From an optimization exercise on the open Yosys and OpenROAD flow, aimed at small area and a short achievable clock period; shortcuts taken in it are not production practice.
Only simulation tests tie the RTL to the original design; equivalence was not proved.
No activity file was given, so power comes from the tool's default toggle rates.

Design module_conv_kernel_1x2, start of the top module:
module module_conv_kernel_1x2
(
	input clk,
	input [71:0] ifm_win3x3,
	input [71:0] weight_win3x3_ch1,
	input [71:0] weight_win3x3_ch2,
	output [17:0] ofm_stream_ch1,
	output [17:0] ofm_stream_ch2
);
export LEC_CHECK = 0
export CAP_MARGIN = 20
export CORE_MARGIN = 2
export CORE_UTILIZATION = 58
export CTS_CLUSTER_DIAMETER = 45
export CTS_CLUSTER_SIZE = 50
export PLACE_DENSITY = 0.7
export SETUP_SLACK_MARGIN = 3.72
export SLEW_MARGIN = 20
export SYNTH_HIERARCHICAL = 1
export SYNTH_MINIMUM_KEEP_SIZE = 0
create_clock -name core_clock -period 6.0 [get_ports {clk}]
standard.sh (not shown) runs the stock make flow with config.mk's settings and CLKGATE_MAP_FILE= SYNTH_SCRIPT=/design/flow/synth_recipe.tcl, a recipe that flattens the netlist after the stock synthesis.
==> flow/flow/run.sh <==
#!/bin/bash
set -e
cp standard.sh standard_sh_copy.log
export BUFFER_PORTS_ARGS="-buffer_cell sky130_fd_sc_hd__buf_1"
bash standard.sh > standard.log 2>&1
Then changed:
==> flow/run.sh (new file) <==
#!/bin/bash
# synth_recipe.tcl (not shown) runs the flow's synth.tcl, then flattens the netlist and writes it again
# the make line also repeats each setting of config.mk as NAME=value (left out here)
make -C /OpenROAD-flow-scripts/flow DESIGN_CONFIG=/design/flow/config.mk WORK_HOME=/design/flow/orfs CLKGATE_MAP_FILE= SYNTH_SCRIPT=/design/flow/synth_recipe.tcl finish
Settings changed: CORE_UTILIZATION 58 to 50, CTS_CLUSTER_DIAMETER 45 to 60, CTS_CLUSTER_SIZE 50 to 30, PLACE_DENSITY 0.7 to 0.65.
removed: flow/flow/run.sh
removed: flow/standard.sh
Outcome: Via count drops by about 1.3%. Combinational power barely changes. Area after synthesis is unchanged. Die area went up by 16%. Sequential share of layout area shrinks by 0.41 points. First-iteration DRC count went down by 3.7%. Critical path depth climbs by 1. Routed wire length hardly moves.
Then changed:
==> flow/flow/run.sh (new file) <==
#!/bin/bash
set -e
cp standard.sh standard_sh_copy.log
export BUFFER_PORTS_ARGS="-buffer_cell sky130_fd_sc_hd__buf_1"
export CTS_ARGS="-sink_clustering_enable -repair_clock_nets -sink_clustering_size 30 -sink_clustering_max_diameter 60 -dont_use_dummy_load"
bash standard.sh > standard.log 2>&1
==> flow/standard.sh (new file) <==
#!/bin/bash
# synth_recipe.tcl (not shown) runs the flow's synth.tcl, then flattens the netlist and writes it again
# the make line also repeats each setting of config.mk as NAME=value (left out here)
make -C /OpenROAD-flow-scripts/flow DESIGN_CONFIG=/design/flow/config.mk WORK_HOME=/design/flow/orfs CLKGATE_MAP_FILE= SYNTH_SCRIPT=/design/flow/synth_recipe.tcl "${@:-finish}"
Settings changed: CORE_UTILIZATION 50 to 58, PLACE_DENSITY 0.65 to 0.7, SETUP_SLACK_MARGIN 3.72 to 3.66.
removed: flow/run.sh
What happened:
- count of clock-buffer cells in the layout fell by 7
- combinational power is about the same
- global-route usage rose by 4.7 points
- hold slack degrades by 0.031 ns
- setup slack improves by 0.014 ns
- die area fell by 14%
- register-to-register slack barely changes
- routed wire length fell by 1.5%


Setup of P:
module_conv_kernel_1x2 again, from the RTL that the note above started with.
make LEC_CHECK=0 CAP_MARGIN=20 CORE_MARGIN=2 CORE_UTILIZATION=50 CTS_CLUSTER_DIAMETER=60 CTS_CLUSTER_SIZE=30 PLACE_DENSITY=0.75 SETUP_SLACK_MARGIN=3.72 SLEW_MARGIN=20 SYNTH_HIERARCHICAL=1 SYNTH_MINIMUM_KEEP_SIZE=0 finish   # period 6.0 ns
run.sh (not shown) runs the stock make flow with config.mk's settings and CLKGATE_MAP_FILE= SYNTH_SCRIPT=/design/flow/synth_recipe.tcl, a recipe that flattens the netlist after the stock synthesis.
Stock flow here: none of the scripts above is used.
Every stage of the flow completed for P, and the final layout passed the timing, DRC and antenna checks.
For Q, these inputs were changed with respect to P:
Settings: swapping 0.75 for 0.7 in PLACE_DENSITY; swapping 3.72 for 3.75 in SETUP_SLACK_MARGIN; swapping 50 for 58 in CORE_UTILIZATION.
==> flow/flow/run.sh (new file) <==
#!/bin/bash
set -e
cp standard.sh standard_sh_copy.log
export BUFFER_PORTS_ARGS="-buffer_cell sky130_fd_sc_hd__buf_1"
export CTS_ARGS="-sink_clustering_enable -repair_clock_nets -sink_clustering_size 30 -sink_clustering_max_diameter 60 -dont_use_dummy_load"
bash standard.sh > standard.log 2>&1
==> flow/standard.sh (new file) <==
#!/bin/bash
# synth_recipe.tcl (not shown) runs the flow's synth.tcl, then flattens the netlist and writes it again
# the make line also repeats each setting of config.mk as NAME=value (left out here)
make -C /OpenROAD-flow-scripts/flow DESIGN_CONFIG=/design/flow/config.mk WORK_HOME=/design/flow/orfs CLKGATE_MAP_FILE= SYNTH_SCRIPT=/design/flow/synth_recipe.tcl "${@:-finish}"
removed: flow/run.sh
### Flow results
Q gives less via count than P did.
Q vs. P: number of cells after detailed placement lost 3.8%; post-route total power lost about 4.5%; total length of routed met2 wires picked up an extra 3.1%.
A capture point of the worst path of st1_ch1[75] is what Q shows, while st1_ch2[11] belongs to P.
Post-layout minimum cycle time delta for Q relative to P: 0.031 ns higher
Q against P: register-to-register slack lower, stage delay of the slowest cell on the critical path lower, fmax lower, total stage count of the critical path higher, smallest setup slack after layout lower.
[inputs] R vs Q
Settings: swapping 0.7 for 0.72 in PLACE_DENSITY; swapping 58 for 62 in CORE_UTILIZATION; swapping 3.75 for 3.66 in SETUP_SLACK_MARGIN.
Results
STATUS total power consumption of the routed design: R wins against Q
As of R, final area had fallen slightly compared to Q.
When R is measured against Q, its first-iteration DRC count turns out 17% higher.
| peak clock frequency supported by timing | R vs Q | about 4% lower |
Q finished all stages; the layout is clean.
R went all the way through synthesis, placement and routing and the layout is clean on timing, DRC and antenna.
From Q to R the numbers moved as follows: average detailed-routed wire length per instance went up by about 6%; detailed-route vias per instance went up by 5.5%.
On share of the final layout cell area in sequential cells, the lower figure sits with Q, not R.
Power share of the clock group in R vs Q: up 0.2 points
For placeable core region, dividing the value from R by the value from Q gives 0.928.
Q has higher critical path depth than R.
Setup-violating endpoint count in the final report came out exactly the same in Q and R.
Inputs modified between R and S:
Settings: changing PLACE_DENSITY from 0.72 to 0.7; changing CORE_UTILIZATION from 62 to 58.
==> flow/flow/run.sh <==
#!/bin/bash
set -e
cp standard.sh standard_sh_copy.log
export BUFFER_PORTS_ARGS="-buffer_cell sky130_fd_sc_hd__buf_1"
bash standard.sh > standard.log 2>&1
[summary]
Compared with R, S shows a combinational power that is about 4% higher.
Last element of the critical path = st1_ch2[130]: S; last element of the critical path = st1_ch1[11]: R
Of S and R, S shows the lower depth of the worst register-to-register path, with R above it.
S — period utilization 2.1 points lower, R as reference


Setup of try-willow:
Starting RTL as in the previous note.
Settings: LEC_CHECK=0, CAP_MARGIN=20, CORE_MARGIN=2, CORE_UTILIZATION=50, PLACE_DENSITY=0.65, SETUP_SLACK_MARGIN=3.8, SLEW_MARGIN=20, SYNTH_HIERARCHICAL=1, SYNTH_MINIMUM_KEEP_SIZE=0; clock period 6.0 ns.
Stock flow here: none of the scripts above is used.
## Diff of input files: try-raven against try-willow
-- flow/config.mk --
<<< try-willow, line 6
export NUM_CORES = 4
export LEC_CHECK = 0
export CAP_MARGIN = 20
export CORE_MARGIN = 2
export CORE_UTILIZATION = 50
export PLACE_DENSITY = 0.65
export SETUP_SLACK_MARGIN = 3.8
export SLEW_MARGIN = 20
>>> try-raven, line 6
export NUM_CORES = 4
export LEC_CHECK = 0
export ABC_CLOCK_PERIOD_IN_PS = 2200
export CAP_MARGIN = 20
export CORE_MARGIN = 2
export CORE_UTILIZATION = 65
export PLACE_DENSITY = 0.75
export SETUP_SLACK_MARGIN = 3.8
export SLEW_MARGIN = 20
Notes after the runs:
Between try-willow and try-raven, register share of total power decreased.
try-raven leaves less setup margin than try-willow.
try-raven: PASS, flow complete, no timing, DRC or antenna violations
In try-raven the overall power consumption turned out about 5.7% higher than in try-willow.
STATUS power spent charging and discharging nets: try-raven loses against try-willow
Number of standard cells in the layout, taps in and fillers out (try-raven vs. try-willow) decreases by a few percent
Diff try-willow -> try-raven: non-clock buffer instance count of the final layout moved up; core utilization grew by 21 points.
## Diff of input files: try-sierra against try-raven
==> flow/flow/run.sh (new file) <==
#!/bin/bash
set -e
cp standard.sh standard_sh_copy.log
export BUFFER_PORTS_ARGS="-buffer_cell sky130_fd_sc_hd__buf_1"
export CTS_ARGS="-sink_clustering_enable -repair_clock_nets -sink_clustering_size 30 -sink_clustering_max_diameter 60 -dont_use_dummy_load"
bash standard.sh > standard.log 2>&1
==> flow/standard.sh (new file) <==
#!/bin/bash
# synth_recipe.tcl (not shown) runs the flow's synth.tcl, then flattens the netlist and writes it again
# the make line also repeats each setting of config.mk as NAME=value (left out here)
make -C /OpenROAD-flow-scripts/flow DESIGN_CONFIG=/design/flow/config.mk WORK_HOME=/design/flow/orfs CLKGATE_MAP_FILE= SYNTH_SCRIPT=/design/flow/synth_recipe.tcl "${@:-finish}"
==> flow/config.mk <==
export PLATFORM = sky130hd
export DESIGN_NAME = module_conv_kernel_1x2
export DESIGN_NICKNAME = module_conv_kernel_1x2
export VERILOG_FILES = /design/flow/design.v
export SDC_FILE = /design/flow/constraint.sdc
export NUM_CORES = 4
export LEC_CHECK = 0
export CAP_MARGIN = 20
export CORE_MARGIN = 2
export CORE_UTILIZATION = 55
export CTS_CLUSTER_DIAMETER = 60
export CTS_CLUSTER_SIZE = 30
export PLACE_DENSITY = 0.65
export SETUP_SLACK_MARGIN = 3.66
export SLEW_MARGIN = 20
export SYNTH_HIERARCHICAL = 1
export SYNTH_MINIMUM_KEEP_SIZE = 0
removed: flow/run.sh
Notes after the runs:
try-sierra ends up with higher setup skew after layout than try-raven does. Looking at the reports, try-sierra completed the entire flow and the layout it produced met the timing, DRC and antenna checks. Run comparison: try-sierra capture point of the critical path st1_ch2[94]$_DFF_P_; try-raven capture point of the critical path st1_ch1[109]$_DFF_P_. Changes observed in try-sierra relative to try-raven: leakage component of the power has decreased; combinational logic power -about 14%; number of buffers and inverters on the critical path shows a reduction of 1; final setup slack of the worst path grew by 0.44 ns; growth of design area from synthesis to finish went down by 17 points. try-sierra vs try-raven — delay of the slowest critical-path stage dropped 0.07 ns.
--- input diff try-sierra..try-umber ---
==> flow/flow/run.sh <==
#!/bin/bash
set -e
cp standard.sh standard_sh_copy.log
export BUFFER_PORTS_ARGS="-buffer_cell sky130_fd_sc_hd__buf_1"
export CTS_ARGS="-sink_clustering_enable -repair_clock_nets -sink_clustering_size 30 -sink_clustering_max_diameter 60 -dont_use_dummy_load"
bash standard.sh floorplan > standard_floorplan.log 2>&1
ODB=orfs/results/sky130hd/module_conv_kernel_1x2/base/2_floorplan.odb
openroad -no_init -exit flow/upsize.tcl -metrics upsize_metrics.json > upsize.log 2>&1 || { cat upsize.log; exit 1; }
bash standard.sh finish > standard.log 2>&1
==> flow/flow/upsize.tcl (new file) <==
# Give the enc_r registers (Booth-encoded pixel digits, high fanout) the
# dfxtp_4 drive strength of their dfxtp cell.
set odb orfs/results/sky130hd/module_conv_kernel_1x2/base/2_floorplan.odb
read_db $odb
set db [ord::get_db]
set m4 [$db findMaster sky130_fd_sc_hd__dfxtp_4]
set n 0
foreach inst [[ord::get_db_block] getInsts] {
  if {[string match "enc_r*" [$inst getName]] && [[$inst getMaster] getName] == "sky130_fd_sc_hd__dfxtp_1"} {
    $inst swapMaster $m4
    incr n
  }
}
puts "upsized $n enc_r registers to dfxtp_4"
write_db $odb
-- flow/config.mk --
<<< try-sierra, line 8
export CAP_MARGIN = 20
export CORE_MARGIN = 2
export CORE_UTILIZATION = 55
export CTS_CLUSTER_DIAMETER = 60
export CTS_CLUSTER_SIZE = 30
export PLACE_DENSITY = 0.65
export SETUP_SLACK_MARGIN = 3.66
export SLEW_MARGIN = 20
>>> try-umber, line 8
export CAP_MARGIN = 20
export CORE_MARGIN = 2
export CORE_UTILIZATION = 58
export CTS_CLUSTER_DIAMETER = 60
export CTS_CLUSTER_SIZE = 30
export PLACE_DENSITY = 0.7
export SETUP_SLACK_MARGIN = 3.66
export SLEW_MARGIN = 20
==> comparison <==
Met3 wirelength from detailed routing, try-umber and try-sierra: larger value in try-umber. In try-umber the post-route cell area turned out 460 um2 lower than in try-sierra. [compare] base=try-sierra new=try-umber: via total after detailed routing lower, sequential share of layout area higher, power higher. Static leakage in try-umber vs try-sierra: down 0.28 nW. Looking at try-umber and try-sierra, the global-route usage is a wash. The layout buffer count excluding clock buffers number comes out lower for try-umber vs try-sierra. try-umber vs try-sierra: vertical die dimension down. There was hardly any difference in aggregate negative setup slack between try-sierra and try-umber.

[what the ideal ports hide]
How much do the figures lean on ideal ports? The routed layouts below were timed once more, with nothing changed but the port constraints.
Step 1 (the two cells are an assumption about what drives the block):
set clk [get_ports {clk}]
set_driving_cell -lib_cell sky130_fd_sc_hd__clkbuf_16 $clk
set_driving_cell -lib_cell sky130_fd_sc_hd__buf_2 [delete_from_list [all_inputs] $clk]
Step 2 also shifts input and output timing later by t, the mid clock arrival at the registers, as if the neighbouring blocks saw the same clock.
Three values: no drivers, after step 1, after step 2; two values: the first two.
run | t (ns) | setup slack, ns | worst setup path at the end | clock arrival spread, ns | pins driven straight from the clock port
the first run of note 1 | 0.726 | 3.656 / 3.638 / 3.656 | register to register | 0.029 / 0.029 | 1
the second run of note 1 | 0.762 | 3.662 / 3.597 / 3.662 | register to register | 0.039 / 0.039 | 1
the third run of note 1 | 0.687 | 3.676 / 3.642 / 3.676 | register to register | 0.076 / 0.076 | 1
P | 0.726 | 3.691 / 3.619 / 3.691 | register to register | 0.062 / 0.062 | 1
Q | 0.687 | 3.660 / 3.641 / 3.660 | register to register | 0.079 / 0.080 | 1
R | 0.706 | 3.563 / 3.563 / 3.563 | register to register | 0.093 / 0.093 | 1
S | 0.726 | 3.688 / 3.623 / 3.688 | register to register | 0.034 / 0.033 | 1
try-willow | 0.732 | 3.705 / 3.633 / 3.736 | register to register | 0.033 / 0.033 | 1
try-raven | 0.725 | 3.149 / 3.149 / 3.149 | register to register | 0.057 / 0.058 | 1
try-sierra | 0.709 | 3.585 / 3.584 / 3.585 | register to register | 0.108 / 0.108 | 1
try-umber | 0.709 | 3.677 / 3.637 / 3.677 | register to register | 0.095 / 0.095 | 1
After both steps setup and hold are still met in every run listed.
